This design comes from an exercise in tuning for small area, a short achievable clock period and few clock cycles per item on the open sky130 flow, not from production work.
In this exercise RTL edits were held to simulation tests only and were not proved equivalent to the original.

// calc_core
module calc_core (
	input             clk,
	input             rst,
	input             start,
	input      [9:0]  op,
	input      [19:0] a,
	input      [19:0] b,
	output            busy,
	output reg        done,
	output reg [19:0] result,
	output            neg,
	output     [47:0] hex
	);
For scale: ~3700 cells after synthesis, about 68 flip-flops, about 120 I/O pins, about 23000 um2 of cells after synthesis.
Settings: LEC_CHECK=0, ABC_AREA=1, CAP_MARGIN=20, CORE_MARGIN=2, CORE_UTILIZATION=40, SLEW_MARGIN=20; clock period 55.0 ns.
standard.sh (not shown) runs the stock make flow with config.mk's settings and CLKGATE_MAP_FILE= SYNTH_SCRIPT=/design/flow/synth_recipe.tcl, a recipe that flattens the netlist after the stock synthesis.
==> flow/flow/run.sh <==
#!/bin/bash
# The standard layout with a buf_2 on every port, and repair_timing asked for
# a little extra setup slack on the worst paths only.
set -euo pipefail
bash standard.sh "BUFFER_PORTS_ARGS=-buffer_cell sky130_fd_sc_hd__buf_2" SETUP_SLACK_MARGIN=37 TNS_END_PERCENT=0 finish > standard_make.log 2>&1
The starting point ran to the end with no violations.
Testbench counts at the start, summed over its fixed seeds: cycles 2,871, items 1,920.
Next try:
==> flow/flow/run.sh (replaced) <==
#!/bin/bash
# The standard layout, with a stronger buffer on every input and output port
# than buffer_ports picks by default.
set -euo pipefail
bash standard.sh "BUFFER_PORTS_ARGS=-buffer_cell sky130_fd_sc_hd__buf_2" finish > standard_make.log 2>&1
PLACE_DENSITY = 0.8   (was default)
Effect: The changed run ran to the end with no violations. Wire length went down by 5.2%. Worst hold slack barely changes. Die area is unchanged. Synthesized cell count does not change. Via count rose by 1.6%. Maximum frequency goes down by 1.4%. Register-to-register slack loses 0.29 ns.
Next try:
PLACE_DENSITY = 0.45   (was 0.8)
After rerunning: Register-to-register slack loses 1.7 ns. Area after synthesis is unchanged. Wire length rose by about a fifth.
Next try:
PLACE_DENSITY = default   (was 0.45)
Result:
- The changed run finished with timing, DRC and antenna clean
- first-iteration DRC count climbs by about a fifth
- core utilization climbs by 0.11 points
- wire length drops by roughly a tenth
- setup slack improves by 0.33 ns

========
run A:
calc_core, a different RTL version from the one above (not shown whole).
Size: ~3800 cells after synthesis, roughly 68 flip-flops.
export LEC_CHECK = 0
export ABC_AREA = 1
export CAP_MARGIN = 50
export CORE_MARGIN = 2
export CORE_UTILIZATION = 40
export SLEW_MARGIN = 70
create_clock -name core_clock -period 55.0 [get_ports {clk}]
==> flow/flow/run.sh <==
#!/bin/bash
# The standard layout, with a stronger buffer on every input and output port
# than buffer_ports picks by default.
set -euo pipefail
bash standard.sh "BUFFER_PORTS_ARGS=-buffer_cell sky130_fd_sc_hd__buf_4" finish > standard_make.log 2>&1
Run A went all the way through the flow, and no timing, DRC or antenna check failed.
Testbench counts of run A, summed over its fixed seeds: cycles 2,871, items 1,920.
### run A -> run B
# run A
export LEC_CHECK = 0
export ABC_AREA = 1
export CAP_MARGIN = 50
export CORE_MARGIN = 2
export CORE_UTILIZATION = 40
export SLEW_MARGIN = 70
create_clock -name core_clock -period 55.0 [get_ports {clk}]
# run B
export LEC_CHECK = 0
export ABC_AREA = 1
export CAP_MARGIN = 50
export CORE_MARGIN = 2
export CORE_UTILIZATION = 55
export SLEW_MARGIN = 70
create_clock -name core_clock -period 55.0 [get_ports {clk}]
==> flow/run.sh (new file) <==
#!/bin/bash
# synth_recipe.tcl (not shown) runs the flow's synth.tcl, then flattens the netlist and writes it again
# the make line also repeats each setting of config.mk as NAME=value (left out here)
make -C /OpenROAD-flow-scripts/flow DESIGN_CONFIG=/design/flow/config.mk WORK_HOME=/design/flow/orfs CLKGATE_MAP_FILE= SYNTH_SCRIPT=/design/flow/synth_recipe.tcl finish
removed: flow/flow/run.sh
removed: flow/standard.sh
### Flow results
Area of the multi-input gates: run A vs run B, no meaningful difference
Changes observed in run B relative to run A: via density per instance rose 8.4%; max-capacitance violation count did not really move; tightest slew margin relative to the limit went down; critical path depth in cells up about 3.3%; number of well taps lower.
Initial antenna violation count (higher): run B
[compare] base=run A new=run B: signed area change from the synthesized netlist to the final layout went up.
| utilization | run B vs run A | 17 points higher |
Setup slack: run B less than run A
The inputs of run C differ from those of run B as listed below.
# run B
export LEC_CHECK = 0
export ABC_AREA = 1
export CAP_MARGIN = 50
export CORE_MARGIN = 2
export CORE_UTILIZATION = 55
export SLEW_MARGIN = 70
create_clock -name core_clock -period 55.0 [get_ports {clk}]
# run C
export LEC_CHECK = 0
export ABC_AREA = 1
export CAP_MARGIN = 50
export CORE_MARGIN = 2
export CORE_UTILIZATION = 40
export SLEW_MARGIN = 70
create_clock -name core_clock -period 55.0 [get_ports {clk}]
- Run comparison: run C master of the slowest instance on the critical path sky130_fd_sc_hd__clkdlybuf4s50_1; run B master of the slowest instance on the critical path sky130_fd_sc_hd__edfxtp_1
- Run C against run B: wire length lost 2000 µm.
- Both conditions hold for run C: the flow ran to the end and the final layout passed the timing, DRC and antenna checks.

========
calc_core, a different RTL version from the one above (not shown whole).
Size in the first run: about 3800 cells after synthesis, roughly 68 flip-flops, ~23000 µm² of cells after synthesis.
==> flow/design.v (excerpt) <==
module calc_core (
	input             clk,
	input             rst,
	input             start,
	input      [9:0]  op,
	input      [19:0] a,
	input      [19:0] b,
	output            busy,
	output reg        done,
	output reg [19:0] result,
	output            neg,
	output     [47:0] hex
	);
export LEC_CHECK = 0
export ABC_AREA = 1
export CAP_MARGIN = 35
export CORE_MARGIN = 2
export CORE_UTILIZATION = 40
export SLEW_MARGIN = 45
create_clock -name core_clock -period 55.0 [get_ports {clk}]
==> flow/flow/run.sh <==
#!/bin/bash
# The standard layout, with a stronger buffer on every input and output port
# than buffer_ports picks by default.
set -euo pipefail
bash standard.sh "BUFFER_PORTS_ARGS=-buffer_cell sky130_fd_sc_hd__buf_2" finish > standard_make.log 2>&1
The baseline completed without violations.
Testbench counts at the start, summed over its fixed seeds: cycles 2,871, items 1,920.
Next try:
CAP_MARGIN = 50   (was 35)
SLEW_MARGIN = 70   (was 45)
Result:
- The changed run passed the timing, DRC and antenna checks
- die area stays the same
- flip-flop and latch count does not change
- fmax grows by 0.89%
- final area climbs by 2.3%
- setup slack improves by 0.17 ns
- worst hold slack barely changes
Next try:
==> flow/flow/run.sh (replaced) <==
#!/bin/bash
# The standard layout, with a stronger buffer on every input and output port
# than buffer_ports picks by default.
set -euo pipefail
bash standard.sh "BUFFER_PORTS_ARGS=-buffer_cell sky130_fd_sc_hd__buf_4" finish > standard_make.log 2>&1
Outcome:
- The changed run completed without violations
- maximum frequency barely changes
- synthesized area does not change
- cell area grows slightly
- count of clock-buffer cells in the layout does not change
- register-to-register slack improved by 0.16 ns
Next try:
==> flow/flow/run.sh (replaced) <==
#!/bin/bash
# The standard layout, with a stronger buffer on every input and output port
# than buffer_ports picks by default.
set -euo pipefail
bash standard.sh "BUFFER_PORTS_ARGS=-buffer_cell sky130_fd_sc_hd__buf_2" finish > standard_make.log 2>&1
CAP_MARGIN = 20   (was 50)
SLEW_MARGIN = 20   (was 70)
What happened: The changed run finished clean. Sequential share of layout area came out higher by 0.28 points. Worst hold slack hardly moves. Final area drops by 3.4%. Clock-buffer cell count does not change. Area after synthesis does not change. Core utilization is lower by 1.5 points. Final cell count drops by 0.43%. Worst setup slack loses 0.11 ns. Non-clock buffer count falls by 20.

========
sierra:
calc_core, a different RTL version from the one above (not shown whole).
Size in the first run: roughly 68 flip-flops, roughly 120 I/O pins, about 24000 um2 of cells after synthesis.
// calc_core
module calc_core (
	input             clk,
	input             rst,
	input             start,
	input      [9:0]  op,
	input      [19:0] a,
	input      [19:0] b,
	output            busy,
	output reg        done,
	output reg [19:0] result,
	output            neg,
	output     [47:0] hex
	);
clock: 55.0 ns
lec_check: 0
abc_area: 1
cap_margin: 80
core_margin: 2
core_utilization: 70
slew_margin: 90
run.sh (not shown) runs the stock make flow with config.mk's settings and CLKGATE_MAP_FILE= SYNTH_SCRIPT=/design/flow/synth_recipe.tcl, a recipe that flattens the netlist after the stock synthesis.
Stock flow here: none of the scripts above is used.
Status: sierra FAILED at 3_5_place_dp (tool error)
Testbench counts of sierra, summed over its fixed seeds: cycles 2,897, items 1,920.
diff inputs: sierra => maple
Settings: CORE_UTILIZATION now 40, was 70.
## What came out
Of the runs sierra and maple, none of them finished clean.
The log for sierra ends in 3_5_place_dp with error DPL-0038, so the run never completed.
Compared with sierra, maple shows a lower starting density of the core.
Async set-or-reset flop fraction in the synthesized netlist came out exactly the same in sierra and maple.
maple reports a higher vertical extent of the die than sierra does.
NOTE final weighted congestion in routability-driven placement sierra->maple decreased by a little under 10%
sierra -> maple: total I/O pin count flat
From sierra to maple the numbers moved as follows: number of flops mapped to enable cells by yosys was more or less identical, sequential area share after synthesis was more or less identical, count of mapped cells out of synthesis was more or less identical, number of port buffers was more or less identical.
maple against sierra: die span in x increased by 60 um relative to the old numbers; number of core rows increased by about 33% relative to the old numbers.
> inputs changed (maple -> lagoon)
Settings: a change of SLEW_MARGIN from 90 to 20; a change of CORE_UTILIZATION from 40 to 70; a change of CAP_MARGIN from 80 to 20.
lagoon ran to completion and came out clean on the timing, DRC and antenna checks. Measured against lagoon, the die outline width of maple comes out at 1.3 times the reference value. lagoon against maple: number of placed instances with taps included shrank by about 30%, count of input and output buffers held steady. Reported for maple and lagoon, number of buffers inserted for hold repair after clock tree synthesis turned out identical to the last digit. maple and lagoon ended up with nearly the same area after synthesis. Compared with maple, in lagoon count of standard-cell rows lower, estimated wirelength of the detail-placed design lower.
Input-level comparison between nickel and lagoon:
Settings: CORE_UTILIZATION: 70 -> 40.
--- outcome ---
Non-clock buffer total of the final layout (higher): nickel
Post-detailed-route via-to-cell ratio, nickel vs lagoon: down by more than 10%
On period utilization, lagoon and nickel are neck and neck.
Looking at largest driver fanout on the critical path, nickel sits 2 higher than lagoon does.
On number of clock buffers in the layout: between lagoon and nickel, it ends up higher for lagoon.
Setup changes, nickel to ember
Settings: SLEW_MARGIN now 70, was 20; CAP_MARGIN now 50, was 20.
## What came out
Combined area of the multi-input logic cells: ember vs nickel up about 2%. Sort ember and nickel by setup slack after layout desc -> top: ember. Wire length per cell delta (nickel -> ember): insignificant. Final critical path time including I/O delays and setup, ember and nickel, lower one = ember. From nickel to ember the numbers moved as follows: first-pass GRT wire length closely matched the old numbers; sum of routed wire length over all layers increased by 0.40% relative to the old numbers.

[afterwards: timing with drivers on the ports]
The results above use ideal ports. As a check the final layouts listed here were re-extracted and re-timed, cells and wires unchanged.
Step 1 assumes that a clkbuf_16 drives the clock port and a buf_2 every other input.
Step 2, shift: input delay + t, output delay - t, t = (earliest + latest rising clock arrival at the registers) / 2. This alone moves slack from input paths to output paths.
Slacks: ideal / step 1 / step 2; pairs: ideal / step 1.
| run | shift t [ns] | setup slack, ns | worst slew at a driven data input, ns |
|---|---|---|---|
| the first run of note 1 | 0.374 | 36.960 / 36.918 / 36.639 | 0.05 |
| the second run of note 1 | 0.394 | 36.701 / 36.657 / 36.541 | 0.04 |
| the third run of note 1 | 0.389 | 36.435 / 36.388 / 36.260 | 0.04 |
| the fourth run of note 1 | 0.376 | 36.767 / 36.725 / 36.647 | 0.05 |
| run A | 0.394 | 36.205 / 36.160 / 36.554 | 0.04 |
| run B | 0.388 | 35.709 / 35.665 / 36.053 | 0.05 |
| run C | 0.383 | 35.799 / 35.753 / 36.136 | 0.04 |
| the first run of note 3 | 0.381 | 36.002 / 36.023 / 35.642 | 0.04 |
| the second run of note 3 | 0.388 | 36.169 / 36.126 / 36.336 | 0.04 |
| the third run of note 3 | 0.386 | 36.144 / 36.103 / 36.357 | 0.04 |
| the fourth run of note 3 | 0.388 | 36.036 / 36.058 / 35.670 | 0.04 |
| lagoon | 0.374 | 35.059 / 35.076 / 34.702 | 0.05 |
| nickel | 0.390 | 35.052 / 35.056 / 34.666 | 0.05 |
| ember | 0.387 | 35.531 / 35.485 / 35.525 | 0.05 |
After both steps setup and hold are still met in every run listed. The setup slack of nickel, which loses most, moves by +0.004 ns with the drivers and by -0.386 ns with both steps.
